Context: an optimization exercise on an open-source flow, tuned for small area and a short achievable clock period. The choices shown serve that exercise and are no tape-out recipe. Where RTL was checked, it was by simulation tests only, not by an equivalence proof against the original. No functional check of the RTL was part of run 5. Power figures rest on the tool's default switching activity, not on a simulated workload.

### flow/constraint.sdc
create_clock -name core_clock -period 11.0 [get_ports {iClkPixel}]
set_input_delay 2.2000 -clock core_clock [delete_from_list [all_inputs] [get_ports {iClkPixel}]]
set_output_delay 2.2000 -clock core_clock [all_outputs]
set_load 0.01 [all_outputs]
### flow/standard.sh
#!/bin/bash
# synth_recipe.tcl (not shown) runs the flow's synth.tcl, then flattens the netlist and writes it again
# the make line also repeats each setting of config.mk as NAME=value (left out here)
make -C /OpenROAD-flow-scripts/flow DESIGN_CONFIG=/design/flow/config.mk WORK_HOME=/design/flow/orfs CLKGATE_MAP_FILE= SYNTH_SCRIPT=/design/flow/synth_recipe.tcl "${@:-finish}"
### flow/flow/run.sh
#!/bin/bash
# Own flow: the standard layout (standard.sh) with two changes:
#  - the port buffers are small buffers instead of the default delay cells;
#  - the timing repair aims for more setup slack than the clock needs.
# Each ORFS step writes its full log under orfs/logs/.
export BUFFER_PORTS_ARGS="-buffer_cell sky130_fd_sc_hd__buf_1"
export SETUP_SLACK_MARGIN=7.9
bash standard.sh > standard.log 2>&1
### flow/config.mk
export PLATFORM = sky130hd
export DESIGN_NAME = lcdTimCtrlCore
export DESIGN_NICKNAME = lcdTimCtrlCore
export VERILOG_FILES = /design/flow/design.v
export SDC_FILE = /design/flow/constraint.sdc
export NUM_CORES = 4
export LEC_CHECK = 0
export CAP_MARGIN = 20
export CORE_MARGIN = 2
export CORE_UTILIZATION = 40
export SLEW_MARGIN = 20
### flow/design.v
`timescale 1ns / 1ps
    module counterFromZeroToLimit #
    (
        parameter integer C_WIDTH = 12
    )
    (
        output reg oSync,                       
        output reg oAct,                        
        output wire oSyncNext,
        output wire oActNext,
        output reg [C_WIDTH - 1 : 0] oAddr,     
        output reg oZero,                       
        input wire [C_WIDTH - 1 : 0] iLenSync,
        input wire [C_WIDTH - 1 : 0] iLenBack,
        input wire [C_WIDTH - 1 : 0] iLenAct,
        input wire [C_WIDTH - 1 : 0] iLenFront,
        input wire iAddrEn,
        input wire iClk,
        input wire iRst,
        input wire iEn
    );
    reg front;
    wire back = ~(oSync | oAct | front);
    reg [C_WIDTH - 1 : 0] count;
    wire last = (count == {{(C_WIDTH - 1){1'b1}}, 1'b0});
    wire step = iEn && last;
    assign oSyncNext = step ? front : oSync;
    assign oActNext = step ? back : oAct;
    wire [C_WIDTH - 1 : 0] countLoad = ~(({C_WIDTH{oSync}} & iLenBack) | ({C_WIDTH{back}} & iLenAct) |
                                         ({C_WIDTH{oAct}} & iLenFront) | ({C_WIDTH{front}} & iLenSync));
    always @(posedge iClk) begin
        if (!iRst) begin
            count <= ~iLenSync;
        end else if (iEn) begin
            count <= last ? countLoad : count + 1'b1;
        end
    end
    always @(posedge iClk or negedge iRst) begin
        if (!iRst) begin
            oSync <= 1'b1;
            oAct <= 1'b0;
            front <= 1'b0;
            oZero <= 1'b1;
            oAddr <= 0;
        end else if (iEn) begin
            oZero <= last && front;
            oAddr <= (oAct && !last && iAddrEn) ? oAddr + 1'b1 : {C_WIDTH{1'b0}};
            if (last) begin
                oSync <= front;
                oAct <= back;
                front <= oAct;
            end
        end
    end
    endmodule
`timescale 1ns / 1ps
    module lcdTimCtrlCore #
    (
        parameter integer C_HOR_WIDTH = 12,
        parameter integer C_VER_WIDTH = 12
    )
    (
        output reg oHSynch,
        output reg oVSynch,
        output reg oEnVideo,
        output wire [C_HOR_WIDTH - 1 : 0] oHAddr,
        output wire [C_VER_WIDTH - 1 : 0] oVAddr,
        input wire [C_HOR_WIDTH - 1 : 0] iHWidth,
        input wire [C_HOR_WIDTH - 1 : 0] iHBackPorch,
        input wire [C_HOR_WIDTH - 1 : 0] iHFrontPorch,
        input wire [C_HOR_WIDTH - 1 : 0] iHResolution,
        input wire iHPolarity,
        input wire [C_VER_WIDTH - 1 : 0] iVWidth,
        input wire [C_VER_WIDTH - 1 : 0] iVBackPorch,
        input wire [C_VER_WIDTH - 1 : 0] iVFrontPorch,
        input wire [C_VER_WIDTH - 1 : 0] iVResolution,
        input wire iVPolarity,
        input wire iEnVideoPolarity,
        input wire iClkPixel,
        input wire iRst,
        input wire iEn
    );
    wire hSync, hAct, hSyncNext, hActNext, hZero;
    wire vSync, vAct, vSyncNext, vActNext, vZero;
    wire vEnabler = iEn && hZero;
    counterFromZeroToLimit #
        (
            .C_WIDTH(C_HOR_WIDTH)
        )HorizontalCounter(
            .oSync(hSync),
            .oAct(hAct),
            .oSyncNext(hSyncNext),
            .oActNext(hActNext),
            .oAddr(oHAddr),
            .oZero(hZero),
            .iLenSync(iHWidth),
            .iLenBack(iHBackPorch),
            .iLenAct(iHResolution),
            .iLenFront(iHFrontPorch),
            .iAddrEn(vAct),
            .iClk(iClkPixel),
            .iRst(iRst),
            .iEn(iEn)
        );
    counterFromZeroToLimit #
        (
            .C_WIDTH(C_VER_WIDTH)
        )VerticalCounter(
            .oSync(vSync),
            .oAct(vAct),
            .oSyncNext(vSyncNext),
            .oActNext(vActNext),
            .oAddr(oVAddr),
            .oZero(vZero),
            .iLenSync(iVWidth),
            .iLenBack(iVBackPorch),
            .iLenAct(iVResolution),
            .iLenFront(iVFrontPorch),
            .iAddrEn(1'b1),
            .iClk(iClkPixel),
            .iRst(iRst),
            .iEn(vEnabler)
        );
    always @(posedge iClkPixel) begin
        oHSynch <= (hSyncNext || !iRst) ? iHPolarity : ~iHPolarity;
        oVSynch <= (vSyncNext || !iRst) ? iVPolarity : ~iVPolarity;
        oEnVideo <= (hActNext && vActNext && iRst) ? iEnVideoPolarity : ~iEnVideoPolarity;
    end
    endmodule
==> results of run 1 <==
[power breakdown]
part / switching [W] / internal (W) / leakage [nW] / total [W]
registers: 0.0000104 / 0.000238 / 0.677 / 0.000249
clock network: 0.0000862 / 0.0000940 / 0.0983 / 0.000180
logic: 0.0000379 / 0.0000341 / 1.17 / 0.0000721
[what timing repair did]
item | in CTS | in global routing
gates resized for setup | 15 | 17
buffers inserted | 19 | 9
setup endpoints to repair | 76 | 23
gates cloned | 3 | 0
[synth_stat cells, types with 2 or more instances]
cell type	number	area share [%]
sky130_fd_sc_hd__edfxtp_1	24	20
sky130_fd_sc_hd__clkbuf_1	11	1.1
sky130_fd_sc_hd__inv_1	8	0.84
sky130_fd_sc_hd__nor3_1	7	0.98
sky130_fd_sc_hd__dfstp_2	3	2.2
sky130_fd_sc_hd__buf_2	4	0.56
sky130_fd_sc_hd__a222oi_1	24	6.7
sky130_fd_sc_hd__nand2_1	50	5.2
sky130_fd_sc_hd__nand2b_1	3	0.52
sky130_fd_sc_hd__dfrtp_1	28	20
sky130_fd_sc_hd__a41oi_1	2	0.49
sky130_fd_sc_hd__and2_1	3	0.52
sky130_fd_sc_hd__a21oi_1	13	1.8
sky130_fd_sc_hd__dfxtp_1	3	1.7
sky130_fd_sc_hd__xnor2_1	11	2.7
sky130_fd_sc_hd__o21ai_1	2	0.28
sky130_fd_sc_hd__ha_1	6	2.1
sky130_fd_sc_hd__mux2i_1	2	0.56
sky130_fd_sc_hd__xor2_1	26	6.3
sky130_fd_sc_hd__a311oi_1	4	0.98
sky130_fd_sc_hd__clkbuf_8	3	1.1
sky130_fd_sc_hd__buf_6	2	0.63
sky130_fd_sc_hd__and4_1	6	1.5
sky130_fd_sc_hd__nand3_1	18	2.5
sky130_fd_sc_hd__o21ai_0	10	1.4
sky130_fd_sc_hd__mux2_2	4	1.3
sky130_fd_sc_hd__a22oi_1	14	2.9
sky130_fd_sc_hd__nor2_1	31	3.2
sky130_fd_sc_hd__nand4_1	10	1.7
sky130_fd_sc_hd__and3_1	9	1.6
sky130_fd_sc_hd__a31oi_1	6	1.0
[layout make-up]
type | count | area [um^2] | share of cell area [%]
Sequential cell | 58 | 1560 | 33.5
Timing Repair Buffer | 161 | 832 | 17.8
Multi-Input combinational cell | 284 | 1910 | 41.0
Clock buffer | 11 | 153 | 3.27
Inverter | 8 | 33.8 | 0.724
Clock inverter | 5 | 26.3 | 0.563
Tap cell | 108 | 135 | 2.90
Timing Repair inverter | 1 | 7.51 | 0.161
[worst paths after layout]
check / start / end / cells past startpoint
max: HorizontalCounter.oAddr[5]$_DFFE_PN0P_ / oHAddr[5] / 1
min: HorizontalCounter.oZero$_DFFE_PN1P_ / HorizontalCounter.oZero$_DFFE_PN1P_ / 2
max reg2reg: VerticalCounter.count[0]$_DFFE_PP_ / VerticalCounter.count[4]$_DFFE_PP_ / 7
min reg2reg: HorizontalCounter.oZero$_DFFE_PN1P_ / HorizontalCounter.oZero$_DFFE_PN1P_ / 2
max in group asynchronous: iRst / HorizontalCounter.oSync$_DFFE_PN1N_ / 2
min in group asynchronous: iRst / HorizontalCounter.oAct$_DFFE_PN0N_ / 2
[logic make-up (layout without fill, tap and decap cells)]
logic type / after synthesis / after routing / synth area share (%)
compound gates: 90 / 90 / 19.4
xor+xnor: 37 / 37 / 9.02
fa+ha+maj: 6 / 6 / 2.09
buf+inv: 29 / 186 / 4.42
flops: 58 / 58 / 43.4
mux: 6 / 6 / 1.81
simple gates: 145 / 145 / 19.8
[layer usage]
metal | up-vias | routed length, um | global-route usage (%)
li1 | 1731 | - | -
met1 | 1668 | 4580 | 28.0
met2 | 140 | 4720 | 32.6
met3 | 15 | 609 | 4.75
met4 | 0 | 132 | 6.11
met5 | - | 0 | 0
[through the flow]
stage          total power, W  worst slack [ns]
3_3_place_gp         0.000316              6.70
4_1_cts              0.000505              7.87
3_5_place_dp         0.000318              6.66
6_report             0.000501              7.89
2_1_floorplan        0.000291              7.80
5_1_grt              0.000526              7.84
[layout by cell type (no fill, tap or decap), types with 3 or more instances in the layout]
| master | instances |
|---|---|
| sky130_fd_sc_hd__buf_1 | 110 |
| sky130_fd_sc_hd__nand2_1 | 49 |
| sky130_fd_sc_hd__nor2_1 | 31 |
| sky130_fd_sc_hd__buf_4 | 30 |
| sky130_fd_sc_hd__xor2_1 | 26 |
| sky130_fd_sc_hd__dfrtp_1 | 25 |
| sky130_fd_sc_hd__edfxtp_1 | 24 |
| sky130_fd_sc_hd__a222oi_1 | 24 |
| sky130_fd_sc_hd__nand3_1 | 17 |
| sky130_fd_sc_hd__a22oi_1 | 14 |
| sky130_fd_sc_hd__a21oi_1 | 13 |
| sky130_fd_sc_hd__xnor2_1 | 11 |
| sky130_fd_sc_hd__clkbuf_2 | 11 |
| sky130_fd_sc_hd__nand4_1 | 10 |
| sky130_fd_sc_hd__o21ai_0 | 10 |
| sky130_fd_sc_hd__and3_1 | 9 |
| sky130_fd_sc_hd__clkbuf_8 | 9 |
| sky130_fd_sc_hd__inv_1 | 7 |
| sky130_fd_sc_hd__nor3_1 | 7 |
| sky130_fd_sc_hd__a31oi_1 | 6 |
| sky130_fd_sc_hd__ha_1 | 6 |
| sky130_fd_sc_hd__and4_1 | 4 |
| sky130_fd_sc_hd__mux2_2 | 4 |
| sky130_fd_sc_hd__clkinv_2 | 4 |
| sky130_fd_sc_hd__buf_2 | 4 |
| sky130_fd_sc_hd__dfrtp_2 | 3 |
| sky130_fd_sc_hd__dfstp_2 | 3 |
| sky130_fd_sc_hd__a311oi_1 | 3 |
| sky130_fd_sc_hd__and2_1 | 3 |
| sky130_fd_sc_hd__buf_6 | 3 |
| sky130_fd_sc_hd__dfxtp_1 | 3 |
[state kept, by name, summed over array words and instances, names as in the netlist]
register,cells
VerticalCounter.oAddr,12
HorizontalCounter.front,1
HorizontalCounter.oAddr,12
VerticalCounter.oSync,1
HorizontalCounter.count,12
VerticalCounter.oAct,1
HorizontalCounter.oZero,1
HorizontalCounter.oAct,1
VerticalCounter.front,1
VerticalCounter.count,12
oVSynch,1
oHSynch,1
oEnVideo,1
HorizontalCounter.oSync,1
==> notes.md, run 1 <==
The total overflow left after global routing is 0. Buffers inserted during clock tree synthesis total 9. After clock tree synthesis, the clock-pin slew on the worst setup and hold paths is 0.07 ns.

The detailed placer's ending HPWL was 6510 um. The clock period could shrink to 3.11 ns. Hold is met by 0.510 ns.

The floorplan has 34 rows. The count of nets left with antenna violations once routing finished came out at 0. Headroom to the max-slew limit came out at 26.7%. At the worst endpoint, the arrival time is 0.91 ns.

The number of buffers and inverters on the critical path works out to 1. 129 I/O pins were placed. Setup repair after global routing could not meet its margin everywhere.

The number of distinct library cells after synthesis came out at 55. Slowest library cell on the worst path: sky130_fd_sc_hd__dfrtp_1. The vias after detailed routing is 3554, and the count of endpoints failing setup in the final report is 0.

Clock tree synthesis found a total of 58 sinks. Summed over all failing endpoints, the final setup total negative slack is 0 ns. For this design the ratio of total power to cell area is 107 nW/um^2. The reg-to-reg setup timing slack is 8.44 ns, and the final non-filler cell total is 636. TritonCTS built the clock tree. Summing all placed instances gives a cell area of 4140 um^2.

After synthesis the netlist holds a flip-flop and latch count of 58. For this run, the leading register cell type out of synthesis is sky130_fd_sc_hd__dfrtp_1. Dividing the final minimum period by the clock period gives 28.3%.

At the end of routability-driven placement, the weighted congestion stood at 0.772. For the area of the core region, the log shows 8720 um^2. In the final layout, the share of cells above drive strength 1 is 17.6%. Compared with the post-synthesis result, the final layout area differs by 29.9%.

The maximum cell stage delay along the critical path came out at 0.42 ns. The tools report the hold violation count in the final report as 0. In this run the deepest clock path goes through 2 buffers.

The total DRC errors in the routed layout was 0; the leakage power of the design was 1.94 nW. Sequential elements use 43.4% of the synthesized area. The die covers 9750 um^2. The later pin in the worst-skew pair is clocked with a latency of 0.34 ns. The filler cells instantiated in the layout total 841. Wires add up to 10100 um. The detail-routed net length per standard cell came out at 15.8 um. The final net count is 631, and the length of the first detailed-routing pass in iterations is 7. The kind of cell with the highest combined delay along the critical path is flip-flops.

The flow ran to the end and the layout has no timing, DRC or antenna violations. Yosys mapped a number of flops with a built-in enable equal to 24. Measured on the finished design, the core utilization comes to 53.5%.

The largest net degree at the start of global routing was 27; the starting density of the core was 41.2%. The tools report the via count of the first global-routing pass as 3305. The kind of start point of the critical path is a flop. The highest fanout seen on the critical path came out at 4. CTS placed an instance of sky130_fd_sc_hd__clkbuf_8 at the clock tree root.

The tools report the number of antenna violations at the first check in global routing as 0. The logs give 235 for the DRC marker count from the first detailed-route iteration and 0 for the count of inserted antenna diode cells. Once placement completed, the tool counted placed cells totaling 589. The run gives 3590 um^2 as the synthesized cell area. The startpoint-to-endpoint class of the critical path was flop to output pin. Across the VDD grid, the largest voltage drop is 0.0511 mV. In this run the number of H-tree levels came out at 3. Between clock sinks in the finished design, the worst skew comes to 0.00923 ns.

Data on the critical path is required at its endpoint by 8.80 ns. In this run, post-CTS hold repair placed 0 buffers. The tools report the count of warnings emitted by yosys as 2. The area of all placed cells without fillers was 4670 um^2; the global-route usage over all layers was 20.5%.

The number of nets handed over by synthesis was 479. The tools report the max-cap check violation count as 0. Dividing the synthesized area by the synthesized cell count gives 9.68 um^2.

The cell count after synthesis came out at 371. The horizontal extent of the die works out to 98.8 um. The first global-routing pass estimated 16100 um of wire. For the pin with the worst max-slew slack, the measured transition is 1.09 ns.

The critical path goes through buf_2. The number of buffers inserted by port buffering was 128; the achievable clock frequency was 0.321 GHz. The number of max-slew violations in the final report was 0; the die extent in y was 98.8 um. Via density per instance: 5.59.

In the synthesized netlist the async set-or-reset flop fraction comes to 53.4%. The class of the worst hold path is flop to flop. The worst setup path is captured at an output pin.
==> inputs of run 2 (changes only) <==
--- a/flow/flow/run.sh
+++ b/flow/flow/run.sh
@@ -6,3 +6,3 @@
 export BUFFER_PORTS_ARGS="-buffer_cell sky130_fd_sc_hd__buf_1"
-export SETUP_SLACK_MARGIN=7.9
+export SETUP_SLACK_MARGIN=7.7
 bash standard.sh > standard.log 2>&1
==> run 2 against run 1 <==
Still clean. Sequential share of layout area is 2.0 points higher. Count of clock-buffer cells in the layout is 2 higher. Clock power is 24% higher. Global-route usage is 1.4 points lower. Core utilization is 3.1 points lower. Wire length is 6.7% lower. Synthesized area stayed put. Die area stayed put.
==> notes.md, run 2 <==
The flow ran to the end and the layout has no timing, DRC or antenna violations. Via count of the first global-routing pass: 3213. For this block, the initial DRC count from the detailed router was 246.

Of all nets on the critical path, the largest fanout is 53. Among all cell types in the netlist, the one instantiated most often is sky130_fd_sc_hd__nand2_1. The number of buffers inserted by port buffering is 128.

TritonCTS created 9 clock buffers. For the post-synthesis cell count, the log shows 371. STA classifies the critical path endpoint as a flop. Clock-pin slew was measured on the worst setup and hold paths at 0.07 ns.

The routability-driven placement congestion ratio was 0.815. For the worst relative slew slack, the log shows 35.1%. The logs give 0 for the count of inserted antenna diode cells and 479 for the net count after synthesis.

The routed design could run at a clock period as short as 3.20 ns. Slowest library cell on the worst path: sky130_fd_sc_hd__buf_12. In this run the biggest area consumer among cell types represents 20.1% of the synthesized area.

The number of top-level pins was 129; the final non-filler cell total was 608. In the layout the commonest cells are sky130_fd_sc_hd__buf_1 (126), sky130_fd_sc_hd__nand2_1 (49), sky130_fd_sc_hd__nor2_1 (31). The power density over the cells is 123 nW/um^2. The number of placed instances, taps included, is 589.

The worst-case reg-to-reg path depth is 7, and the count of warnings emitted by yosys is 2. For this run the aggregate overflow at the end of global routing stands at 0. Launch instance of the worst min-delay path: HorizontalCounter.oZero$_DFFE_PN1P_.

The largest net degree at the start of global routing came out at 54. For the final database, setup skew stands at 0.00949 ns. The path with the worst hold slack has its endpoint at HorizontalCounter.oZero$_DFFE_PN1P_. The number of max-slew violations in the final report is 0, and the via density per instance is 5.59. Across every metal layer, demand over resource in global routing totals 19.1%.

In this run the core area contains 34 standard-cell rows. The worst register-to-register path has a setup slack of 8.49 ns. The hold violation count in the final report was 0. The maximum cell stage delay along the critical path was 0.27 ns; the worst-margin pin slew was 0.966 ns.

The worst setup path is of the input pin to flop kind. Ranked by instance count, the synthesized netlist is headed by sky130_fd_sc_hd__nand2_1 (50), sky130_fd_sc_hd__nor2_1 (31), sky130_fd_sc_hd__dfrtp_1 (28). Once the floorplan was initialized, standard cells occupied 41.2% of the core. On the critical path the largest part of the delay comes from compound AO/OA/AOI/OAI gates.

Setup repair after global routing could not meet its margin everywhere. The run gives 0.312 GHz as the achievable clock frequency. For the count of endpoints failing setup in the final report, the log shows 0. The endpoint identified for the worst register-to-register timing path is VerticalCounter.count[3]$_DFFE_PP_.

The final net count came out at 603. STA puts the critical path data required time at 11.17 ns. Detailed routing inserted a total of 3398 vias.

The critical path contains buffers and inverters numbering 3 combined. Root buffer cell: sky130_fd_sc_hd__clkbuf_8. The cell type with the largest total area after synthesis is sky130_fd_sc_hd__edfxtp_1. The leakage power of the design is 1.72 nW, and the first-pass GRT wire length is 15100 um. The first detailed-routing pass took 5 iterations. The class of the worst hold path is flop to flop.

The antenna violation net count after detailed routing is 0. Synthesized cell area: 3590 um^2. After synthesis the netlist holds a flip-flop and latch count of 58. In the final layout, the share of cells above drive strength 1 is 8.40%.

Of all flip-flops after synthesis, the portion carrying an async set or reset was 53.4%. Once detailed placement completed, the half-perimeter wirelength came to 6570 um. The die covers 9750 um^2. Worst endpoint data arrival time: 3.38 ns. The tools report the kind of start point of the critical path as an input pin. The signal on the critical path passes through clkbuf_2 -> buf_12 -> clkinvlp_4 -> a21o_1 -> a32o_1 -> a41oi_1.

The die extent in y is 98.8 um. The area of the core region came out at 8720 um^2. The insertion delay to the later sink of the worst-skew pair was 0.33 ns. The H-tree was split into 3 levels. The horizontal extent of the die came out at 98.8 um. Max-cap check violation count: 0.

The startpoint of the most critical register-to-register path was VerticalCounter.count[0]$_DFFE_PP_. After synthesis, the cell types taking the most area are sky130_fd_sc_hd__edfxtp_1 (20%), sky130_fd_sc_hd__dfrtp_1 (20%), sky130_fd_sc_hd__a222oi_1 (6.7%), sky130_fd_sc_hd__xor2_1 (6.3%), sky130_fd_sc_hd__nand2_1 (5.2%). Detail-routed net length per standard cell: 15.4 um. Buffers inserted to repair hold after CTS numbered 0.

For this run, the register share of the synthesized area comes to 43.4%. The number of synthesized flops with an enable pin came out at 24. For this run, the leading register cell type out of synthesis is sky130_fd_sc_hd__dfrtp_1. The area overhead of the layout relative to synthesis is 22.3%, and the number of sinks handled by clock tree synthesis is 58. The number of cells on the worst hold path was 2; the count of fill cells added during filler insertion was 848.

Synthesized area divided by synthesized cell count: 9.68 um^2. The largest vdd supply drop was 0.0629 mV. In the finished design, the share of the clock period the worst path needs comes to 29.1%. The number of antenna violations at the first check in global routing came out at 0. Most frequent standard cell in the layout excluding fill and tap cells: sky130_fd_sc_hd__buf_1. No sink is reached through more buffers than the 2 on the longest clock path. For this block, the routed nets add up to 9380 um of wire. For the final routed database, the setup TNS stands at 0 ns.

TritonCTS built the clock tree. The number of distinct library cells after synthesis was 55; the total DRC errors in the routed layout was 0.
## run 2: cell families (layout without fill, tap and decap cells)
| group | Yosys count | count (layout) | synth area share [%] |
|---|---|---|---|
| adders and majority gates | 6 | 6 | 2.09 |
| buffers and inverters | 29 | 158 | 4.42 |
| DFF | 58 | 58 | 43.4 |
| AOI/OAI and AO/OA | 90 | 90 | 19.4 |
| muxes | 6 | 6 | 1.81 |
| and+or+nand+nor | 145 | 145 | 19.8 |
| xor gates and xnor gates | 37 | 37 | 9.02 |
## run 2: how the worst max path moves through the flow
stage / end / from / cells after the start / slack (ns)
CTS: HorizontalCounter.count[8]$_DFFE_PP_ / iRst / 6 / 7.71
global placement: HorizontalCounter.count[8]$_DFFE_PP_ / iRst / 6 / 6.73
floorplan: HorizontalCounter.count[0]$_DFFE_PP_ / iEn / 3 / 7.72
detailed placement: HorizontalCounter.count[8]$_DFFE_PP_ / iRst / 6 / 6.71
finish: HorizontalCounter.count[8]$_DFFE_PP_ / iRst / 6 / 7.80
global route: HorizontalCounter.count[8]$_DFFE_PP_ / iRst / 6 / 7.68
## run 2: timing repair
action	4_1_cts	5_1_grt
gates cloned	1	0
gates resized for setup	6	3
endpoints found under the setup margin	58	12
buffers inserted	2	0
## run 2: through the flow
stage / cell area [um^2] / hold slack (ns) / utilization [%] / worst slack, ns / total power (W)
finish: 4390 / 0.504 / 50.4 / 7.80 / 0.000539
global placement: 4110 / 0.491 / 47.1 / 6.73 / 0.000316
floorplan: 3600 / 0.466 / - / 7.72 / 0.000290
CTS: 4380 / 0.507 / 50.2 / 7.71 / 0.000542
detailed placement: 4110 / 0.497 / 47.1 / 6.71 / 0.000318
global route: 4390 / 0.570 / 50.4 / 7.68 / 0.000560
## run 2: per-layer routing
metal	part of all wire [%]	wire length, um	global-route usage, %	up-vias
met4	1.7	158	6.95	0
met5	0	0	0	-
li1	-	-	-	1666
met3	7.2	672	3.97	16
met1	47	4410	26.8	1580
met2	44	4140	29.2	136
## run 2: power breakdown
| part | internal, W | switching, W |
|---|---|---|
| clock | 0.000137 | 0.0000860 |
| combinational | 0.0000305 | 0.0000373 |
| sequential | 0.000238 | 0.0000105 |
| total | 0.000405 | 0.000134 |
## run 2: area by class of cell
class,count,area (um^2),area share [%]
inverter,8,33.8,0.769
clock buffer,13,190,4.33
timing repair inverter,1,7.51,0.171
tap,108,135,3.08
multi-input combinational,284,1890,43.0
sequential,58,1560,35.5
timing repair buffer,133,536,12.2
clock inverter,3,41.3,0.940
## run 2: tightest hold or removal path, cell delays in order (launching register included)
cell and delay [ns]:
sky130_fd_sc_hd__dfstp_2 0.39, sky130_fd_sc_hd__inv_1 0.05, sky130_fd_sc_hd__o21ai_0 0.06
==> inputs of run 3 (changes only) <==
--- a/flow/flow/run.sh
+++ b/flow/flow/run.sh
@@ -6,3 +6,3 @@
 export BUFFER_PORTS_ARGS="-buffer_cell sky130_fd_sc_hd__buf_1"
-export SETUP_SLACK_MARGIN=7.7
+export SETUP_SLACK_MARGIN=7.5
 bash standard.sh > standard.log 2>&1
==> run 3 against run 2 <==
Final area decreased by 1.5%. Count of clock-buffer cells in the layout decreased by 2. Critical path depth unchanged. Synthesized area unchanged. Combinational power decreased by 0.7%. Non-clock buffer count increased by 1. Final cell count increased by 0.16%. Core utilization decreased by 0.76 points. First-iteration DRC count decreased by 18%. Critical path type unchanged. Largest cell class unchanged. Highest routed layer unchanged.
==> notes.md, run 3 <==
The run finished with no timing, DRC or antenna violations. In the detailed route, the total length drawn on met3 is 717 um. Dividing the synthesized area by the synthesized cell count gives 9.68 um^2. The number of CTS-inserted buffers was 9. For the die area, the log shows 9750 um^2. For this run, the share of the core covered by cells in the final layout is 49.6%. The count of warnings emitted by yosys came out at 2.

For the total DRC errors in the routed layout, the log shows 0. STA classifies the critical path endpoint as a flop. In this run the power density over the cells is 114 nW/um^2. The minimum clock period is 3.25 ns, and the maximum cell stage delay along the critical path is 0.26 ns.

Wire segments on met2 add up to 4700 um in the final route. For this run the aggregate overflow at the end of global routing stands at 0. In the layout the commonest cells are sky130_fd_sc_hd__buf_1 (126), sky130_fd_sc_hd__nand2_1 (49), sky130_fd_sc_hd__nor2_1 (31).

The worst-margin pin slew works out to 0.897 ns. The root buffer cell was sky130_fd_sc_hd__clkbuf_8. The logs give 0 for the number of max-slew violations in the final report and 3.42 ns for the worst endpoint data arrival time. Data on the critical path is required at its endpoint by 11.18 ns. In the final layout, the multi-input gates occupy 1880 um^2. After layout, the worst path uses 29.5% of the clock period. DRC marker count from the first detailed-route iteration: 201. Starting density of the core: 41.2%. Ranked by instance count, the synthesized netlist is headed by sky130_fd_sc_hd__nand2_1 (50), sky130_fd_sc_hd__nor2_1 (31), sky130_fd_sc_hd__dfrtp_1 (28). For the sum of routed wire segments on met1, the log shows 4230 um.

The biggest area contributor in the post-synthesis netlist is sky130_fd_sc_hd__edfxtp_1. After detailed routing, no signal wire sits above met4. The clock-pin slew on the worst setup and hold paths was 0.07 ns. The analysis attributes to cell leakage a power of 1.69 nW. The net count of the finished layout is 604. Setup repair after global routing left no endpoint under its margin. Global routing used 20.5% of the available tracks across all layers. The detail-routed net length per standard cell was 16.0 um. The hold violation count in the final report came out at 0.

The HPWL after detailed placement is 6760 um. The routed design has 9750 um of wire. The synthesized netlist contains 55 unique library cells.

The number of buffers inserted by port buffering came out at 128. Clock skew after layout: 0.0123 ns. Traced cell by cell, the critical path runs through clkbuf_2 -> buf_12 -> clkinvlp_4 -> a21o_1 -> a32o_1 -> a41oi_1. Headroom to the max-slew limit came out at 39.7%.

The number of hold buffers added after CTS was 0. The number of synthesized register bits works out to 58. The worst setup path is launched from an input pin. The power after layout came out at 0.000494 W. Summing all flip-flop and latch instances after layout gives 1560 um^2.

The synthesized cell area is 3590 um^2, and the number of buffers and inverters on the critical path is 3. Entering global routing, the biggest net connects 54 pins. The clock passes through at most 2 buffers.

Fill cells in the final layout number 874. For the post-route setup TNS, the log shows 0 ns. The number of top-level pins is 129, and the post-route worst setup slack is 7.75 ns. The slowest library cell on the worst path was sky130_fd_sc_hd__buf_12.

The run gives 5 as the length of the first detailed-routing pass in iterations. The area growth from synthesis to layout is 20.5%. For this run, the top clock speed supported by timing is 0.308 GHz. The logs give 0.0557 mV for the largest vdd supply drop and 34 for the number of placement rows. 0 antenna diodes ended up in the layout. In this run the standard cell core region covers 8720 um^2. When the netlist entered floorplanning its net count stood at 479. Measured along the x axis, the die boundary spans 98.8 um. In this run the biggest area consumer among cell types represents 20.1% of the synthesized area.

The worst hold path belongs to the class flop to flop. The run gives 0.804 as the routability-driven placement congestion ratio. After synthesis, the cell types taking the most area are sky130_fd_sc_hd__edfxtp_1 (20%), sky130_fd_sc_hd__dfrtp_1 (20%), sky130_fd_sc_hd__a222oi_1 (6.7%), sky130_fd_sc_hd__xor2_1 (6.3%), sky130_fd_sc_hd__nand2_1 (5.2%). Post-synthesis cell count: 371. The primary flip-flop cell chosen by synthesis mapping is sky130_fd_sc_hd__dfrtp_1.

The run gives 43.4% as the sequential element share of the synthesized area. Dominant cell by count in the synthesized netlist: sky130_fd_sc_hd__nand2_1. The ratio of cells with drive above 1 in the final layout was 8.38%; the antenna violation net count after detailed routing was 0. Setup violations remaining at the end of the flow were counted as 0.

Before CTS, the worst setup slack after placement is 6.65 ns. The share of flip-flops with an asynchronous set or reset after synthesis is 53.4%, and the die extent in y is 98.8 um. Along the worst path, the maximum fanout reaches 53. TritonCTS built the clock tree. Most frequent standard cell in the layout excluding fill and tap cells: sky130_fd_sc_hd__buf_1. The via count of the first global-routing pass was 3397; the number of cells in the design after placement was 589. The routed layout has 3460 vias. At the later pin of the worst-skew pair, clock insertion delay measures 0.34 ns.

The logs give 0 for the number of antenna violations at the first check in global routing and 0 for the max-cap check violation count. The finished layout holds 609 standard cells, fillers aside. Grouping stages by cell kind, the critical path spends the most delay in compound AO/OA/AOI/OAI gates. The via density per instance was 5.68; the number of synthesized flops with an enable pin was 24. In this run the number of H-tree levels came out at 3.

The tools report the number of sinks handled by clock tree synthesis as 58. The first-pass GRT wire length was 16100 um. The critical path in this run is classified as input pin to flop.
-- run 3: final cells by class --
class	instances	area share [%]
sequential	58	36.1
timing repair buffer	134	12.5
multi-input combinational	284	43.5
clock inverter	5	0.636
tap	108	3.12
timing repair inverter	1	0.173
clock buffer	11	3.27
inverter	8	0.781
-- run 3: worst register-to-register path, stage by stage, from the launching register on --
cell and delay, ns:
sky130_fd_sc_hd__edfxtp_1 0.46, sky130_fd_sc_hd__inv_1 0.09, sky130_fd_sc_hd__ha_1 0.14, sky130_fd_sc_hd__and4_1 0.27, sky130_fd_sc_hd__and3_1 0.68, sky130_fd_sc_hd__nand3b_1 0.24, sky130_fd_sc_hd__and2_1 0.38, sky130_fd_sc_hd__nor2_1 0.10
-- run 3: metal layers --
metal / vias up / global-route usage (%)
met4: 0 / 6.11
met1: 1647 / 27.0
met2: 128 / 33.7
met5: - / 0
met3: 10 / 4.96
li1: 1675 / -
-- run 3: final timing paths --
check                                                      from                                     end  slack, ns  cells past startpoint
max                                                        iRst    HorizontalCounter.count[8]$_DFFE_PP_       7.75                      6
min                         HorizontalCounter.oZero$_DFFE_PN1P_     HorizontalCounter.oZero$_DFFE_PN1P_       0.50                      2
max reg2reg                HorizontalCounter.count[0]$_DFFE_PP_  HorizontalCounter.oAddr[8]$_DFFE_PN0P_       8.50                      7
min reg2reg                 HorizontalCounter.oZero$_DFFE_PN1P_     HorizontalCounter.oZero$_DFFE_PN1P_       0.50                      2
max in group asynchronous                                  iRst       VerticalCounter.oSync$_DFFE_PN1N_       8.85                      2
min in group asynchronous                                  iRst   VerticalCounter.oAddr[11]$_DFFE_PN0N_       1.84                      2
-- run 3: cells by family (layout without fill, tap and decap cells) --
logic type	after synthesis	after routing	synth area share, %
AND/OR/NAND/NOR	145	145	19.8
AO/OA/AOI/OAI	90	90	19.4
flip-flops	58	58	43.4
XOR/XNOR	37	37	9.02
buffers and inverters	29	159	4.42
adder cells (fa/ha/maj)	6	6	2.09
multiplexers	6	6	1.81
-- run 3: repair_timing --
action / CTS / global route
setup endpoints to repair: 32 / 6
hold endpoints to repair: 0 / 0
gates resized for setup: 5 / 4
gates cloned: 1 / 0
pin swaps: 0 / 0
buffers inserted: 3 / 0
-- run 3: through the flow --
stage          hold slack [ns]  area (um^2)
2_1_floorplan            0.466         3590
3_3_place_gp             0.492         4100
3_5_place_dp             0.498         4100
4_1_cts                  0.511         4310
5_1_grt                  0.535         4330
6_report                 0.504         4330
-- run 3: where the power goes --
group | switching (W) | internal, W | total [W] | leakage [nW]
clock network | 0.0000904 | 0.0000870 | 0.000177 | 0.0937
registers | 0.0000110 | 0.000238 | 0.000249 | 0.682
logic | 0.0000369 | 0.0000304 | 0.0000673 | 0.912
total | 0.000138 | 0.000356 | 0.000494 | 1.69
==> inputs of run 4 (changes only) <==
--- a/flow/flow/run.sh
+++ b/flow/flow/run.sh
@@ -6,3 +6,3 @@
 export BUFFER_PORTS_ARGS="-buffer_cell sky130_fd_sc_hd__buf_1"
-export SETUP_SLACK_MARGIN=7.5
+export SETUP_SLACK_MARGIN=7.6
 bash standard.sh > standard.log 2>&1
--- a/flow/config.mk
+++ b/flow/config.mk
@@ -9,3 +9,3 @@
 export CORE_MARGIN = 2
-export CORE_UTILIZATION = 40
+export CORE_UTILIZATION = 60
 export SLEW_MARGIN = 20
==> run 4 against run 3 <==
Still clean on timing, DRC and antenna. Global-route usage rose by 9.5 points. Fmax decreased by 2.9%. Sequential power hardly changed. Non-clock buffer count stayed put. Worst setup slack lost 0.096 ns. Worst hold slack got worse by 0.0012 ns. Critical endpoint unchanged. Largest power group unchanged.
==> notes.md, run 4 <==
The flow ran to the end and the layout has no timing, DRC or antenna violations. TritonCTS built the clock tree. The die area came out at 6620 um^2. The synthesized area divided by synthesized cell count came out at 9.68 um^2. The clock skew after layout was 0.00808 ns; the routability-driven placement congestion ratio was 0.846. The number of CTS-inserted buffers came out at 9. In this run the tool buffered the top-level ports with 128 buffer cells. The run gives 371 as the post-synthesis cell count.

The number of nets handed over by synthesis was 479. Via density per instance: 6.12. Leaving out fill and tap cells, the most frequent cell in the layout is sky130_fd_sc_hd__buf_1. The run gives 0.0704 mV as the largest vdd supply drop.

The critical path goes through clkbuf_2 -> buf_8 -> clkinvlp_4 -> a21o_1 -> a32o_1 -> a41oi_1. The starting density of the core was 61.4%; the number of distinct library cells after synthesis was 55. The sequential element share of the synthesized area is 43.4%. For this design the static power due to leakage is 1.70 nW. The number of top-level pins is 129.

After synthesis, the largest area contributor takes up 20.1% of total cell area. Wires add up to 9490 um. In this run the worst hold path is classified as flop to flop. For the worst setup path, the data required time is 11.18 ns. The filler cells instantiated in the layout total 469. The count of inserted antenna diode cells is 0. The count of nets left with antenna violations once routing finished came out at 0.

The core region is 5850 um^2. The DRC marker count from the first detailed-route iteration was 310; the total DRC errors in the routed layout was 0. The share of flip-flops with an asynchronous set or reset after synthesis is 53.4%.

By count the netlist is led by sky130_fd_sc_hd__nand2_1 (50), sky130_fd_sc_hd__nor2_1 (31), sky130_fd_sc_hd__dfrtp_1 (28). The tools report the first-pass GRT wire length as 15400 um. Clock-pin slew was measured on the worst setup and hold paths at 0.08 ns. The run gives 2 as the maximum buffer depth of the clock tree.

The maximum cell stage delay along the critical path is 0.32 ns, and the depth of the CTS H-tree is 3. The count of endpoints failing setup in the final report was 0. The worst endpoint data arrival time is 3.52 ns, and the final net count is 604.

For the final global-route overflow total, the log shows 0. In the post-synthesis netlist, the biggest area contributors are sky130_fd_sc_hd__edfxtp_1 (20%), sky130_fd_sc_hd__dfrtp_1 (20%), sky130_fd_sc_hd__a222oi_1 (6.7%), sky130_fd_sc_hd__xor2_1 (6.3%), sky130_fd_sc_hd__nand2_1 (5.2%). Setup repair after global routing could not meet its margin everywhere. The most used flip-flop cell after synthesis is sky130_fd_sc_hd__dfrtp_1. The dominant cell by count in the synthesized netlist was sky130_fd_sc_hd__nand2_1. The via count of the first global-routing pass is 3411. The die extent in y works out to 81.4 um.

The max-cap check violation count is 0, and the number of synthesized flops with an enable pin is 24. Of all nets on the critical path, the largest fanout is 53. The ratio of cells with drive above 1 in the final layout was 8.38%; the worst relative slew slack was 35.3%. The hold violation count in the final report was 0; the worst-margin pin slew was 0.962 ns. The final critical-path share of the clock period came out at 30.4%. The slowest stage of the critical path belongs to the cell sky130_fd_sc_hd__buf_8. Number of placement rows: 28.

The vias after detailed routing is 3527. The number of antenna violations at the first check in global routing is 0, and the number of max-slew violations in the final report is 0. After detailed routing, the average wire length per cell comes to 16.5 um. Dividing total power by cell area gives a power density of 123 nW/um^2. Global routing consumed, over all layers together, 30.0% of the routing resources. The number of synthesized register bits is 58, and the number of sinks handled by clock tree synthesis is 58.

Power after layout: 0.000533 W. Adding up every negative setup slack in the final design gives 0 ns. The detailed placer's ending HPWL was 6480 um; the horizontal extent of the die was 81.4 um. Entering global routing, the biggest net connects 54 pins. Leaving out fill and tap cells, the most frequent cells in the layout are sky130_fd_sc_hd__buf_1 (126), sky130_fd_sc_hd__nand2_1 (50), sky130_fd_sc_hd__nor2_1 (31). The cell type with the largest total area after synthesis is sky130_fd_sc_hd__edfxtp_1. The area overhead of the layout relative to synthesis was 20.5%. By startpoint and endpoint, the worst setup path is classified as input pin to flop. During synthesis, Yosys emitted a total of 2 warnings. Category of the worst setup path capture point: a flop. The first TritonRoute pass finished after 7 iterations. STA classifies the critical path startpoint as an input pin. The minimum clock period is 3.34 ns, and the synthesized cell area is 3590 um^2. For the achievable clock frequency, the log shows 0.299 GHz.

The later pin in the worst-skew pair is clocked with a latency of 0.34 ns. The tree is rooted in a sky130_fd_sc_hd__clkbuf_8.
run 4: kinds of logic after synthesis:
family,after synthesis,share of synthesized area [%]
simple gates,145,19.8
mux,6,1.81
xor+xnor,37,9.02
buf+inv,29,4.42
flops,58,43.4
fa+ha+maj,6,2.09
compound gates,90,19.4
run 4: worst paths after layout:
kind                                                 startpoint                                     end  slack (ns)  cells past startpoint
hold reg to reg             HorizontalCounter.oZero$_DFFE_PN1P_     HorizontalCounter.oZero$_DFFE_PN1P_        0.50                      2
setup reg to reg           HorizontalCounter.count[0]$_DFFE_PP_  HorizontalCounter.oAddr[3]$_DFFE_PN0P_        8.49                      7
setup / recovery                                           iRst    HorizontalCounter.count[8]$_DFFE_PP_        7.66                      6
min in group asynchronous                                  iRst   VerticalCounter.oAddr[10]$_DFFE_PN0N_        1.87                      2
hold / removal              HorizontalCounter.oZero$_DFFE_PN1P_     HorizontalCounter.oZero$_DFFE_PN1P_        0.50                      2
max in group asynchronous                                  iRst     HorizontalCounter.oSync$_DFFE_PN1N_        8.80                      2
run 4: where the power goes:
| group | leakage, nW | internal [W] | switching, W |
|---|---|---|---|
| clock | 0.113 | 0.000120 | 0.0000962 |
| combinational | 0.910 | 0.0000301 | 0.0000374 |
| sequential | 0.682 | 0.000238 | 0.0000112 |
| total | 1.70 | 0.000388 | 0.000145 |
run 4: area by class of cell:
class | instances | area, um^2 | area share (%)
Timing Repair inverter | 1 | 7.51 | 0.173
Clock buffer | 10 | 149 | 3.44
Clock inverter | 6 | 68.8 | 1.59
Sequential cell | 58 | 1560 | 36.1
Multi-Input combinational cell | 284 | 1880 | 43.4
Inverter | 8 | 33.8 | 0.781
Timing Repair Buffer | 134 | 536 | 12.4
Tap cell | 75 | 93.8 | 2.17
run 4: critical path, delay by kind of cell:
kind	cells	cell delay (ns)
compound gates	3	0.64
buf+inv	3	0.64
run 4: routing by layer:
layer	track usage [%]	part of all wire (%)	vias up
met5	0	0	-
met4	9.32	1.7	0
met3	6.00	7.4	15
met2	52.0	49	164
met1	37.5	42	1678
li1	-	-	1670
run 4: per-stage QoR:
step | instances | hold WS (ns) | util, % | setup WS [ns] | cell area [um^2]
global placement | 556 | 0.490 | 69.4 | 6.77 | 4060
finish | 576 | 0.503 | 74.0 | 7.66 | 4330
global route | 576 | 0.568 | 74.0 | 7.58 | 4330
CTS | 576 | 0.509 | 73.8 | 7.59 | 4320
floorplan | 371 | 0.466 | - | 7.63 | 3590
detailed placement | 556 | 0.498 | 69.4 | 6.70 | 4060
run 4: what timing repair did:
| action | in CTS | in global routing |
|---|---|---|
| setup buffers | 3 | 0 |
| endpoints found under the setup margin | 38 | 11 |
| gates resized for setup | 4 | 3 |
| hold buffers | 0 | 0 |
| gates cloned | 1 | 0 |
==> inputs of run 5 (changes only) <==
--- a/flow/design.v
+++ b/flow/design.v
@@ -28,9 +28,19 @@
     assign oActNext = step ? back : oAct;
-    wire [C_WIDTH - 1 : 0] countLoad = ~(({C_WIDTH{oSync}} & iLenBack) | ({C_WIDTH{back}} & iLenAct) |
-                                         ({C_WIDTH{oAct}} & iLenFront) | ({C_WIDTH{front}} & iLenSync));
+    wire selSync = front || !iRst;
+    wire [C_WIDTH - 1 : 0] countLoad = ~(({C_WIDTH{oSync && iRst}} & iLenBack) | ({C_WIDTH{back}} & iLenAct) |
+                                         ({C_WIDTH{oAct}} & iLenFront) | ({C_WIDTH{selSync}} & iLenSync));
     always @(posedge iClk) begin
+        if (step || !iRst) begin
+            count <= countLoad;
+        end else begin
+            count <= count + iEn;
+        end
+    end
+    always @(posedge iClk or negedge iRst) begin
         if (!iRst) begin
-            count <= ~iLenSync;
-        end else if (iEn) begin
-            count <= last ? countLoad : count + 1'b1;
+            oAddr <= 0;
+        end else if (iEn && !(oAct && !last && iAddrEn)) begin
+            oAddr <= 0;
+        end else begin
+            oAddr <= oAddr + iEn;
         end
@@ -43,6 +53,4 @@
             oZero <= 1'b1;
-            oAddr <= 0;
         end else if (iEn) begin
             oZero <= last && front;
-            oAddr <= (oAct && !last && iAddrEn) ? oAddr + 1'b1 : {C_WIDTH{1'b0}};
             if (last) begin
==> flow/flow/run.sh (replaced) <==
#!/bin/bash
# Own flow: the standard layout (standard.sh) with these changes:
#  - the port buffers are small buffers (buf_1) instead of the default delay cells;
#  - the timing repair aims for more setup slack than the clock needs;
#  - clock tree synthesis inserts no dummy loads.
# Each ORFS step writes its full log under orfs/logs/.
export BUFFER_PORTS_ARGS="-buffer_cell sky130_fd_sc_hd__buf_1"
export SETUP_SLACK_MARGIN=7.7
export CTS_ARGS="-sink_clustering_enable -repair_clock_nets -dont_use_dummy_load"
bash standard.sh > standard.log 2>&1
--- a/flow/config.mk
+++ b/flow/config.mk
@@ -9,3 +9,3 @@
 export CORE_MARGIN = 2
-export CORE_UTILIZATION = 60
+export CORE_UTILIZATION = 40
 export SLEW_MARGIN = 20
==> run 5 against run 4 <==
Sequential share of layout area fell by 2.5 points. Die area up 28%. Flip-flop and latch count unchanged. Clock skew grew 0.0074 ns. Clock power decreased by 33%. Final area decreased by 9.1%. Largest cell class unchanged. First-iteration DRC count fell by 53%. Synthesized area down 14%. Core utilization fell by 22 points. Largest power group unchanged. Wire length down 15%.
==> notes.md, run 5 <==
The tools report the post-route worst setup slack as 7.65 ns. The slowest library cell on the worst path is sky130_fd_sc_hd__or4_4. In the global route stage, overall resource usage came out at 19.6%. During synthesis, Yosys emitted a total of 2 warnings.

Counting tap cells, the placed design contains a total of 563 instances. The clock network is responsible for 33.6% of the overall power. At the pin with the least slew margin, the transition time is 1.10 ns. Leaving out fill and tap cells, the most frequent cells in the layout are sky130_fd_sc_hd__buf_1 (126), sky130_fd_sc_hd__nand3_1 (44), sky130_fd_sc_hd__nand2_1 (40). The highest fanout seen on the critical path is 6. The primary flip-flop cell chosen by synthesis mapping was sky130_fd_sc_hd__dfrtp_1.

The root buffer cell is sky130_fd_sc_hd__clkbuf_8. The tools report the sequential element share of the synthesized area as 42.5%. Pin placement for this block handled 129 I/O pins. The portion of synthesized area spent on multiplexers is 1.45%. For the worst-skew pair, the clock arrives at the later sink with an insertion delay of 0.32 ns. The H-tree was split into 3 levels. The run gives 0.000430 W as the power after layout. The cell type with the largest total area after synthesis is sky130_fd_sc_hd__dfrtp_1.

The number of antenna diodes in the final layout is 0. The detail-routed net length per standard cell was 14.0 um; the number of CTS-inserted buffers was 9. Leaving out filler cells and counting taps, the final layout contains 576.

TritonCTS built the clock tree. The commonest cells after synthesis are sky130_fd_sc_hd__nand3_1 (45), sky130_fd_sc_hd__nand2_1 (42), sky130_fd_sc_hd__xor2_1 (32). The via count of the first global-routing pass was 2862; the number of buffers inserted by port buffering was 128. The tightest min-delay check is of the flop to flop type. After synthesis, the share of flip-flops with an asynchronous set or reset is 53.4%. Of the total power, the share spent switching nets is 25.4%. In this run the critical register-to-register path is launched from HorizontalCounter.count[2]$_DFF_P_. For the detailed placer's ending HPWL, the log shows 5790 um. In this run the deepest clock path goes through 2 buffers. Prior to clock tree synthesis, the placed netlist has a worst setup slack of 6.91 ns. Traced cell by cell, the critical path runs through buf_8 -> nand2_4 -> or4_4 -> or2_4 -> o211a_1 -> xor2_1. The category of the worst setup path capture point was a flop. The dominant cell by count in the synthesized netlist is sky130_fd_sc_hd__nand3_1. Setup repair after global routing could not meet its margin everywhere. The hold violation count in the final report is 0, and the synthesized-area fraction occupied by and/or/nand/nor cells is 23.8%. After floorplanning, the core was divided into 32 placement rows. The clock drives 58 sinks. The tools report the launching instance or port of the critical path as iEn. Synthesized-area fraction occupied by ao, oa, aoi and oai cells: 13.3%. The leakage power of the design is 1.58 nW, and the worst relative slew slack is 26.0%. For the final global-route overflow total, the log shows 0. In this run, the number of DRC markers left after iteration 0 of detailed routing was 145. Buffers inserted to repair hold after CTS numbered 0.

The mapped netlist covers 3110 um^2. Measured along the y axis, the die boundary spans 92.1 um. At the end of the flow the core is filled with cells to 51.7%. In this run, flip-flops and latches consume 54.2% of the power. Adding up every negative setup slack in the final design gives 0 ns.

The library cell used most frequently in the layout, excluding fill and tap cells, is sky130_fd_sc_hd__buf_1. The detailed router placed 3019 vias in this run. The xor-xnor portion of the synthesized cell area works out to 12.1%. The clock period could shrink to 3.35 ns. After synthesis, the largest area contributor takes up 22.6% of total cell area. The count of endpoints failing setup in the final report was 0.

The largest net degree at the start of global routing is 43, and the synthesized area divided by synthesized cell count is 8.95 um^2. For this run, design rule violations remaining after detail routing come to 0. The maximum cell stage delay along the critical path was 0.55 ns. For the number of distinct library cells after synthesis, the log shows 39. After the last flow step, the layout net total stands at 586. The post-synthesis share of cell area spent on full adders, half adders and majority gates is 3.22%, and the post-detailed-routing wire length is 8060 um. The cell internal power dissipation is 0.000321 W, and the number of synthesized register bits is 58. Compared with the post-synthesis result, the final layout area differs by 26.6%. The startpoint-to-endpoint class of the critical path was input pin to flop. The tool flagged a number of max-cap violations equal to 0. The run finished with no timing, DRC or antenna violations. The horizontal extent of the die is 92.1 um. The run gives 347 as the post-synthesis cell count. Dividing total power by cell area gives a power density of 109 nW/um^2. The tools report the launch instance of the worst min-delay path as HorizontalCounter.oAddr[11]$_DFF_PN0_. The run gives 0 as the number of antenna violations at the first check in global routing. The endpoint required time on the critical path is 11.21 ns, and the final critical-path share of the clock period is 30.5%.

Timing would allow up to 0.298 GHz. In this run the power spent charging and discharging nets is 0.000109 W. For the worst setup path, the data arrival time is 3.57 ns. Ranked by total cell area, the synthesized netlist is headed by sky130_fd_sc_hd__dfrtp_1 (23%), sky130_fd_sc_hd__dfxtp_1 (17%), sky130_fd_sc_hd__xor2_1 (9.0%), sky130_fd_sc_hd__a222oi_1 (7.7%), sky130_fd_sc_hd__nand3_1 (7.2%). The kind of start point of the critical path was an input pin.

The clock skew after layout was 0.0155 ns; the starting density of the core was 40.8%. Clock-pin slew was measured on the worst setup and hold paths at 0.06 ns. The run gives 0 as the antenna violation net count after detailed routing.

The net count after synthesis is 457, and the ratio of cells with drive above 1 in the final layout is 9.07%. After synthesis, the largest family of logic cells by area is simple AND/OR/NAND/NOR gates. The total area inside the core boundary comes to 7610 um^2. For the length of the first detailed-routing pass in iterations, the log shows 8.

The number of max-slew violations in the final report is 0, and the via density per instance is 5.24. The die area is 8490 um^2, and the routability-driven placement congestion ratio is 0.819. The first global-routing pass estimated 13400 um of wire.

The number of synthesized flops with an enable pin was 0. The tools report the part of the power in combinational logic as 12.1%. The tools report the largest vdd supply drop as 0.0669 mV.
run 5: logic make-up (layout without fill, tap and decap cells):
kind of cell / after synthesis / in the layout
simple gates: 152 / 152
fa+ha+maj: 8 / 8
compound gates: 55 / 56
buf+inv: 27 / 153
mux: 4 / 4
flops: 58 / 58
xor+xnor: 43 / 43
run 5: area by class of cell:
| class | instances | area [um^2] |
|---|---|---|
| fillers | 760 | 3670 |
| repair buffers | 134 | 568 |
| clock buffers | 9 | 124 |
| flip-flops and latches | 58 | 1320 |
| inverters | 10 | 37.5 |
| well taps | 102 | 128 |
| multi-input cells | 263 | 1760 |
run 5: final timing paths:
kind                                                    endpoint  slack (ns)  cells past startpoint
max in group asynchronous    HorizontalCounter.oSync$_DFFE_PN1N_        8.89                      2
hold / removal             HorizontalCounter.oAddr[11]$_DFF_PN0_        0.54                      2
min in group asynchronous    HorizontalCounter.front$_DFFE_PN0N_        1.89                      2
hold reg to reg            HorizontalCounter.oAddr[11]$_DFF_PN0_        0.54                      2
setup / recovery                                 oVSynch$_DFF_P_        7.65                      6
setup reg to reg           HorizontalCounter.oAddr[10]$_DFF_PN0_        8.79                      4
run 5: what timing repair did:
item | CTS | global route
setup buffers | 2 | 0
pin swaps | 2 | 2
endpoints found under the setup margin | 53 | 38
gates cloned | 0 | 2
gates resized for setup | 13 | 9
run 5: through the flow:
step / hold WS, ns / cell area, um^2
finish: 0.539 / 3930
global route: 0.562 / 3930
CTS: 0.545 / 3860
detailed placement: 0.530 / 3680
global placement: 0.524 / 3680
floorplan: 0.505 / 3130
run 5: power by group through the flow:
stage | Combinational [W] | Sequential, W | Clock, W
after floorplan | 0.0000254 | 0.000236 | 0
after global placement | 0.0000479 | 0.000236 | 0
after detailed placement | 0.0000485 | 0.000237 | 0
after CTS | 0.0000503 | 0.000233 | 0.000151
after global routing | 0.0000595 | 0.000235 | 0.000158
final | 0.0000521 | 0.000233 | 0.000145
run 5: layer usage:
metal,wire length [um],share of wire (%),vias to the layer above,GRT usage [%]
met3,613,7.6,10,4.27
met1,3840,48,1375,28.8
li1,-,-,1509,-
met5,0,0,-,0
met4,102,1.3,0,6.47
met2,3500,43,125,28.3
run 5: critical path: cells and delay by family:
family | cells | cell delay (ns)
compound gates | 1 | 0.23
xor+xnor | 1 | 0.14
buf+inv | 1 | 0.08
simple gates | 3 | 0.91
==> inputs of run 6 (changes only) <==
--- a/flow/design.v
+++ b/flow/design.v
@@ -38,6 +38,4 @@
     end
-    always @(posedge iClk or negedge iRst) begin
-        if (!iRst) begin
-            oAddr <= 0;
-        end else if (iEn && !(oAct && !last && iAddrEn)) begin
+    always @(posedge iClk) begin
+        if (!iRst || (iEn && !(oAct && !last && iAddrEn))) begin
             oAddr <= 0;
--- a/flow/flow/run.sh
+++ b/flow/flow/run.sh
@@ -7,3 +7,3 @@
 export BUFFER_PORTS_ARGS="-buffer_cell sky130_fd_sc_hd__buf_1"
-export SETUP_SLACK_MARGIN=7.7
+export SETUP_SLACK_MARGIN=7.9
 export CTS_ARGS="-sink_clustering_enable -repair_clock_nets -dont_use_dummy_load"
==> run 6 against run 5 <==
Still clean on timing, DRC and antenna. Worst hold slack worse by 0.030 ns. Critical path depth rose by 2. Via count rose by 2.0%. Sequential share of layout area shrank 5.9 points. Critical endpoint is now VerticalCounter.oAddr[3]$_SDFF_PP0_.
==> notes.md, run 6 <==
Of all flip-flops after synthesis, the portion carrying an async set or reset was 12.1%. Summing the areas of all compound-gate instances in the mapped netlist gives 13.6% of the synthesized area. Yosys mapped the design onto 35 distinct sky130hd cell types. Cells fill 60.4% of the core in the end. The HPWL after detailed placement is 5610 um.

The tools report the final net count as 608. The total DRC errors in the routed layout was 0. The clock-pin slew on the worst setup and hold paths was 0.05 ns.

The flow ran to the end and the layout has no timing, DRC or antenna violations. The tools report the depth of the CTS H-tree as 3. The library cell used most frequently in the layout, excluding fill and tap cells, is sky130_fd_sc_hd__buf_1. The insertion delay to the later sink of the worst-skew pair is 0.33 ns.

For the DRC marker count from the first detailed-route iteration, the log shows 174. The logs give 6.56 ns for the setup slack at placement and 2 for the count of warnings emitted by yosys. The number of placement rows was 31.

Clock tree synthesis inserted a total of 9 buffers. Derived from the worst setup path, the maximum achievable clock frequency is 0.315 GHz. Hold timing on the final database bottoms out at a slack of 0.510 ns. The horizontal extent of the die came out at 91.0 um. By area the synthesized netlist is led by sky130_fd_sc_hd__dfxtp_1 (34%), sky130_fd_sc_hd__nand3_1 (8.4%), sky130_fd_sc_hd__a222oi_1 (7.9%), sky130_fd_sc_hd__xor2_1 (7.2%), sky130_fd_sc_hd__nand2_1 (5.5%). Counting along the longest clock path gives a buffer depth of 2. The tools report the die area as 8280 um^2. Setup total negative slack on the finished layout was measured at 0 ns.

TritonCTS built the clock tree. The tools report the length of the first detailed-routing pass in iterations as 9. Ranked by instance count, the synthesized netlist is headed by sky130_fd_sc_hd__dfxtp_1 (51), sky130_fd_sc_hd__nand3_1 (51), sky130_fd_sc_hd__nand2_1 (44). Walking the worst path, the cells encountered are buf_12 -> buf_12 -> nand2_8 -> or3_4 -> o21ai_4 -> buf_12 -> o21bai_4 -> nor2_1. The number of antenna diodes in the final layout is 0. In this run, synthesis produced a sequential element count of 58. The die extent in y is 91.0 um, and the share of the synthesized area in the top cell type is 33.7%. A synthesized cell averages 8.60 um^2. The tools report the final global-route overflow total as 0. The tools report the category of the worst setup path capture point as a flop. The tools report the startpoint of the most critical register-to-register path as VerticalCounter.oAct$_DFFE_PN0N_. CTS saw 58 sinks. For the finished layout, the period the worst path requires is 3.17 ns. The number of max-slew violations in the final report was 0; the sequential cell area was 1220 um^2. After clock tree synthesis, the flow added hold-fix buffers numbering 0.

The first global-routing pass estimated 13200 um of wire. Entering global routing, the biggest net connects 22 pins. Startpoint-to-endpoint class of the critical path: input pin to flop. The class of the worst hold path is flop to flop. The number of buffers inserted by port buffering was 128. The worst setup path is launched from an input pin. Vias after detailed routing: 3078.

The cell that appears most often on the critical path is sky130_fd_sc_hd__buf_12. The final critical-path share of the clock period works out to 28.8%. Summing all multi-input logic gate instances after layout gives 2110 um^2. The cell type with the largest total area after synthesis is sky130_fd_sc_hd__dfxtp_1. The tree is rooted in a sky130_fd_sc_hd__clkbuf_8.

The ratio of cells with drive above 1 in the final layout was 27.2%; the global-route usage over all layers was 19.5%. In this run, synthesis inferred 0 flip-flops with an integrated enable. In the final routed layout, each cell accounts on average for 14.0 um. The post-detailed-routing wire length is 8330 um, and the xor-xnor portion of the synthesized cell area is 12.4%. The area overhead of the layout relative to synthesis came out at 45.5%. The top cell types in the final layout, fill and taps aside, are sky130_fd_sc_hd__buf_1 (111), sky130_fd_sc_hd__nand2_1 (39), sky130_fd_sc_hd__dfxtp_1 (35). The primary flip-flop cell chosen by synthesis mapping was sky130_fd_sc_hd__dfxtp_1. Sequential element share of the synthesized area: 39.6%. The hold violation count in the final report was 0; the routability-driven placement congestion ratio was 0.763.

The endpoint required time on the critical path was 11.21 ns. VDD sags by at most 0.0538 mV. In this run the count of I/O pins placed on the die edge is 129. Launch instance of the worst min-delay path: HorizontalCounter.oZero$_DFFE_PN1P_. The worst path meets setup with 7.83 ns of slack.

Counting every net in the synthesized netlist gives 462. The number of antenna violations at the first check in global routing is 0, and the antenna violation net count after detailed routing is 0. The worst endpoint data arrival time is 3.38 ns, and the maximum cell stage delay along the critical path is 0.39 ns. The clock arrives with 0.0108 ns of skew. Setup violations remaining at the end of the flow were counted as 0. In this run the worst path has a maximum fanout of 6. The analysis attributes to cell leakage a power of 1.62 nW. For the pin with the worst max-slew slack, the measured transition is 0.775 ns. The synthesized cell area came out at 3030 um^2. The post-synthesis cell count was 352; the starting density of the core was 41.5%. The tools report the worst relative slew slack as 48.3%. After synthesis, the largest family of logic cells by area is simple AND/OR/NAND/NOR gates. The run gives 7290 um^2 as the area of the core region. The launching instance or port of the critical path was iEn. Max-cap violations in this run came to 0. The slowest stage of the critical path is the sky130_fd_sc_hd__or3_4 cell. The via count of the first global-routing pass was 2890; the count of fill cells added during filler insertion was 699. Setup repair after global routing could not meet its margin everywhere.

After detailed routing, the number of vias per cell comes to 5.17. The synthesized-area fraction occupied by and/or/nand/nor cells is 24.5%. After Yosys synthesis, full adders, half adders and majority gates account for 3.31% of the synthesized area.

The power density over the cells came out at 101 nW/um^2. Multiplexer cells account for 1.98% of the synthesized area.
-- run 6: cell count changes after synthesis, sizes merged, moves of 2 or more --
cell,delta
dfrtp,-24
dfxtp,+24
xnor2,+7
xor2,-7
nand3,+6
nor2,+4
nand4,-3
and3,-2
inv,+2
nand2,+2
nor2b,-2
nor3,+2
or2,-2
-- run 6: worst max-delay path: cells and delay by family --
family | cells | cell delay [ns]
AOI/OAI and AO/OA | 2 | 0.35
buffers and inverters | 3 | 0.33
and+or+nand+nor | 3 | 0.50
-- run 6: path summary, 6_finish.rpt --
| check | end | slack, ns | cells past startpoint |
|---|---|---|---|
| setup / recovery | VerticalCounter.oAddr[3]$_SDFF_PP0_ | 7.83 | 8 |
| hold / removal | HorizontalCounter.oZero$_DFFE_PN1P_ | 0.51 | 2 |
| setup reg to reg | VerticalCounter.count[7]$_DFF_P_ | 9.02 | 5 |
| hold reg to reg | HorizontalCounter.oZero$_DFFE_PN1P_ | 0.51 | 2 |
| max in group asynchronous | HorizontalCounter.oZero$_DFFE_PN1P_ | 8.93 | 2 |
| min in group asynchronous | VerticalCounter.oAct$_DFFE_PN0N_ | 1.86 | 2 |
-- run 6: power breakdown --
| part | internal (W) | total (W) | switching [W] |
|---|---|---|---|
| sequential | 0.000221 | 0.000232 | 0.0000109 |
| combinational | 0.0000347 | 0.0000658 | 0.0000311 |
| clock | 0.0000726 | 0.000145 | 0.0000723 |
| total | 0.000329 | 0.000443 | 0.000114 |
-- run 6: what timing repair did --
action | 4_1_cts | 5_1_grt
cloned | 4 | 1
resized for setup | 49 | 54
setup buffers | 9 | 7
hold endpoints to repair | 0 | 0
pin swaps | 20 | 14
endpoints found under the setup margin | 67 | 65
-- run 6: metal layers --
layer  vias up  share of wire (%)  GRT usage (%)
met4         0                1.4           7.58
met1      1406                 43           25.1
li1       1557                  -              -
met3         9                5.2           3.98
met5         -                  0              0
met2       106                 50           32.2
-- run 6: logic make-up after synthesis --
logic type | Yosys count
XOR/XNOR | 43
flip-flops | 58
adder cells (fa/ha/maj) | 8
AND/OR/NAND/NOR | 156
buffers and inverters | 29
AO/OA/AOI/OAI | 53
multiplexers | 5
-- run 6: final cells by class --
type,count,share of cell area [%]
clock buffers,9,2.81
inverters,12,1.19
multi-input cells,268,47.8
flip-flops and latches,58,27.7
well taps,99,2.81
repair buffers,149,17.7
-- run 6: through the flow --
stage | std cells | area [um^2] | total power, W
floorplan | 352 | 3240 | 0.000267
finish | 595 | 4400 | 0.000443
detailed placement | 565 | 3730 | 0.000286
global route | 595 | 4400 | 0.000466
CTS | 587 | 4170 | 0.000439
global placement | 565 | 3730 | 0.000285
==> inputs of run 7 (changes only) <==
--- a/flow/flow/run.sh
+++ b/flow/flow/run.sh
@@ -7,3 +7,3 @@
 export BUFFER_PORTS_ARGS="-buffer_cell sky130_fd_sc_hd__buf_1"
-export SETUP_SLACK_MARGIN=7.9
+export SETUP_SLACK_MARGIN=7.5
 export CTS_ARGS="-sink_clustering_enable -repair_clock_nets -dont_use_dummy_load"
==> run 7 against run 6 <==
Global-route usage down 2.4 points. Flip-flop and latch count did not move. Still clean on timing, DRC and antenna. Final area decreased by 15%. Critical endpoint is now VerticalCounter.count[10]$_DFF_P_. Final cell count shrank 3.4%. Register-to-register slack improved by 0.17 ns. Synthesized cell count stayed put. First-iteration DRC count is 35% lower.
==> notes.md, run 7 <==
The leakage power of the design was 1.37 nW; the largest vdd supply drop was 0.0561 mV. For this run, the detailed router's first-pass iteration total came to 5. In this run the power spent charging and discharging nets is 0.000103 W. The met3 wire length is 538 um. After detailed routing, the number of remaining DRC violations is 0.

In this run, the clock network consumes 33.7% of the power. The part of the power in combinational logic is 11.4%. The tools report the total met2 wirelength after detailed routing as 3420 um. TritonCTS built the clock tree. The sequential cell area is 1200 um^2. The number of top-level pins was 129; the final net count was 588. Power comes to 0.000421 W. After detailed routing, the number of vias per cell comes to 5.08. The clock reaches the later pin of the worst-skew pair after 0.32 ns.

The post-route netlist has 8.19% of its cells at a drive strength greater than 1. From synthesis to final layout, the design area changed by 23.7%. For the cell internal power dissipation, the log shows 0.000318 W. The flow ran to the end and the layout has no timing, DRC or antenna violations. Data arrives at the worst endpoint at 3.58 ns. The clock passes through at most 2 buffers. Counting every sink on the clock net gives 58.

The synthesized design contains 58 register bits. The DRC marker count from the first detailed-route iteration was 113. For this run, the leading register cell type out of synthesis is sky130_fd_sc_hd__dfxtp_1. Subtracting the final worst setup slack from the clock period gives 3.34 ns. By area the synthesized netlist is led by sky130_fd_sc_hd__dfxtp_1 (34%), sky130_fd_sc_hd__nand3_1 (8.4%), sky130_fd_sc_hd__a222oi_1 (7.9%), sky130_fd_sc_hd__xor2_1 (7.2%), sky130_fd_sc_hd__nand2_1 (5.5%). Buffers placed on the I/O ports in this run total 128.

Across the run, the number of max-cap violations was 0. The sum of routed wire segments on met1 was 3340 um. For the worst relative slew slack, the log shows 59.5%.

Summing all multi-input logic gate instances after layout gives 1750 um^2. Summed over all failing endpoints, the final setup total negative slack is 0 ns.
run 7: path summary, 6_finish.rpt:
check / startpoint / end / cells after the start
setup / recovery: iEn / VerticalCounter.count[10]$_DFF_P_ / 10
hold / removal: HorizontalCounter.oZero$_DFFE_PN1P_ / HorizontalCounter.oZero$_DFFE_PN1P_ / 2
setup reg to reg: HorizontalCounter.oZero$_DFFE_PN1P_ / VerticalCounter.count[10]$_DFF_P_ / 9
hold reg to reg: HorizontalCounter.oZero$_DFFE_PN1P_ / HorizontalCounter.oZero$_DFFE_PN1P_ / 2
max in group asynchronous: iRst / VerticalCounter.oSync$_DFFE_PN1N_ / 1
min in group asynchronous: iRst / VerticalCounter.oAct$_DFFE_PN0N_ / 1
run 7: repair_timing:
| action | CTS | global route |
|---|---|---|
| pin swaps | 1 | 0 |
| setup endpoints to repair | 48 | 28 |
| cloned | 1 | 0 |
| gates resized for setup | 7 | 12 |
| setup buffers | 1 | 0 |
run 7: cell type report:
| cell class | instances | share of cell area (%) |
|---|---|---|
| flip-flops and latches | 58 | 32.0 |
| well taps | 99 | 3.31 |
| clock buffers | 9 | 3.31 |
| repair buffers | 131 | 13.5 |
| inverters | 12 | 1.20 |
| multi-input cells | 266 | 46.7 |
run 7: per-layer routing:
layer | track usage, % | vias up
met2 | 29.3 | 120
met4 | 6.06 | 0
met5 | 0 | -
met1 | 21.5 | 1278
li1 | - | 1511
met3 | 3.32 | 10
run 7: logic make-up after synthesis:
family / after synthesis / synth area share, %
compound gates: 53 / 13.6
xor+xnor: 43 / 12.4
fa+ha+maj: 8 / 3.31
buf+inv: 29 / 4.59
flops: 58 / 39.6
mux: 5 / 1.98
simple gates: 156 / 24.5
run 7: metrics by stage:
stage               setup WS, ns  hold WS [ns]  cells  instance area, um^2  util (%)
detailed placement          6.55         0.464    564                 3550      48.7
floorplan                   7.66         0.448    352                 3030         -
CTS                         7.53         0.472    575                 3720      51.0
finish                      7.66         0.475    575                 3750      51.4
global placement            6.61         0.456    564                 3550      48.7
global route                7.54         0.499    575                 3750      51.4
run 7: critical path, stage by stage:
cell                      delay, ns
sky130_fd_sc_hd__buf_2         0.16
sky130_fd_sc_hd__nand2_2       0.09
sky130_fd_sc_hd__inv_1         0.08
sky130_fd_sc_hd__ha_1          0.19
sky130_fd_sc_hd__ha_2          0.21
sky130_fd_sc_hd__nand3_2       0.11
sky130_fd_sc_hd__inv_2         0.10
sky130_fd_sc_hd__nand4_1       0.12
sky130_fd_sc_hd__xor2_1        0.15
sky130_fd_sc_hd__o21ai_0       0.16
run 7: power by group through the flow:
| stage | clock, W | combinational [W] | sequential [W] |
|---|---|---|---|
| 6_report | 0.000142 | 0.0000478 | 0.000231 |
| 3_5_place_dp | 0 | 0.0000463 | 0.000235 |
| 3_3_place_gp | 0 | 0.0000457 | 0.000235 |
| 2_1_floorplan | 0 | 0.0000276 | 0.000234 |
| 5_1_grt | 0.000155 | 0.0000545 | 0.000233 |
| 4_1_cts | 0.000147 | 0.0000480 | 0.000231 |

Re-timed with assumed drivers on the ports (clkbuf_16 on the clock, buf_2 on other inputs), run 7 has 7.668 ns of setup slack against 7.664 ns with ideal ports, and 7.326 ns once port delays also move by the mid clock arrival of 0.342 ns.
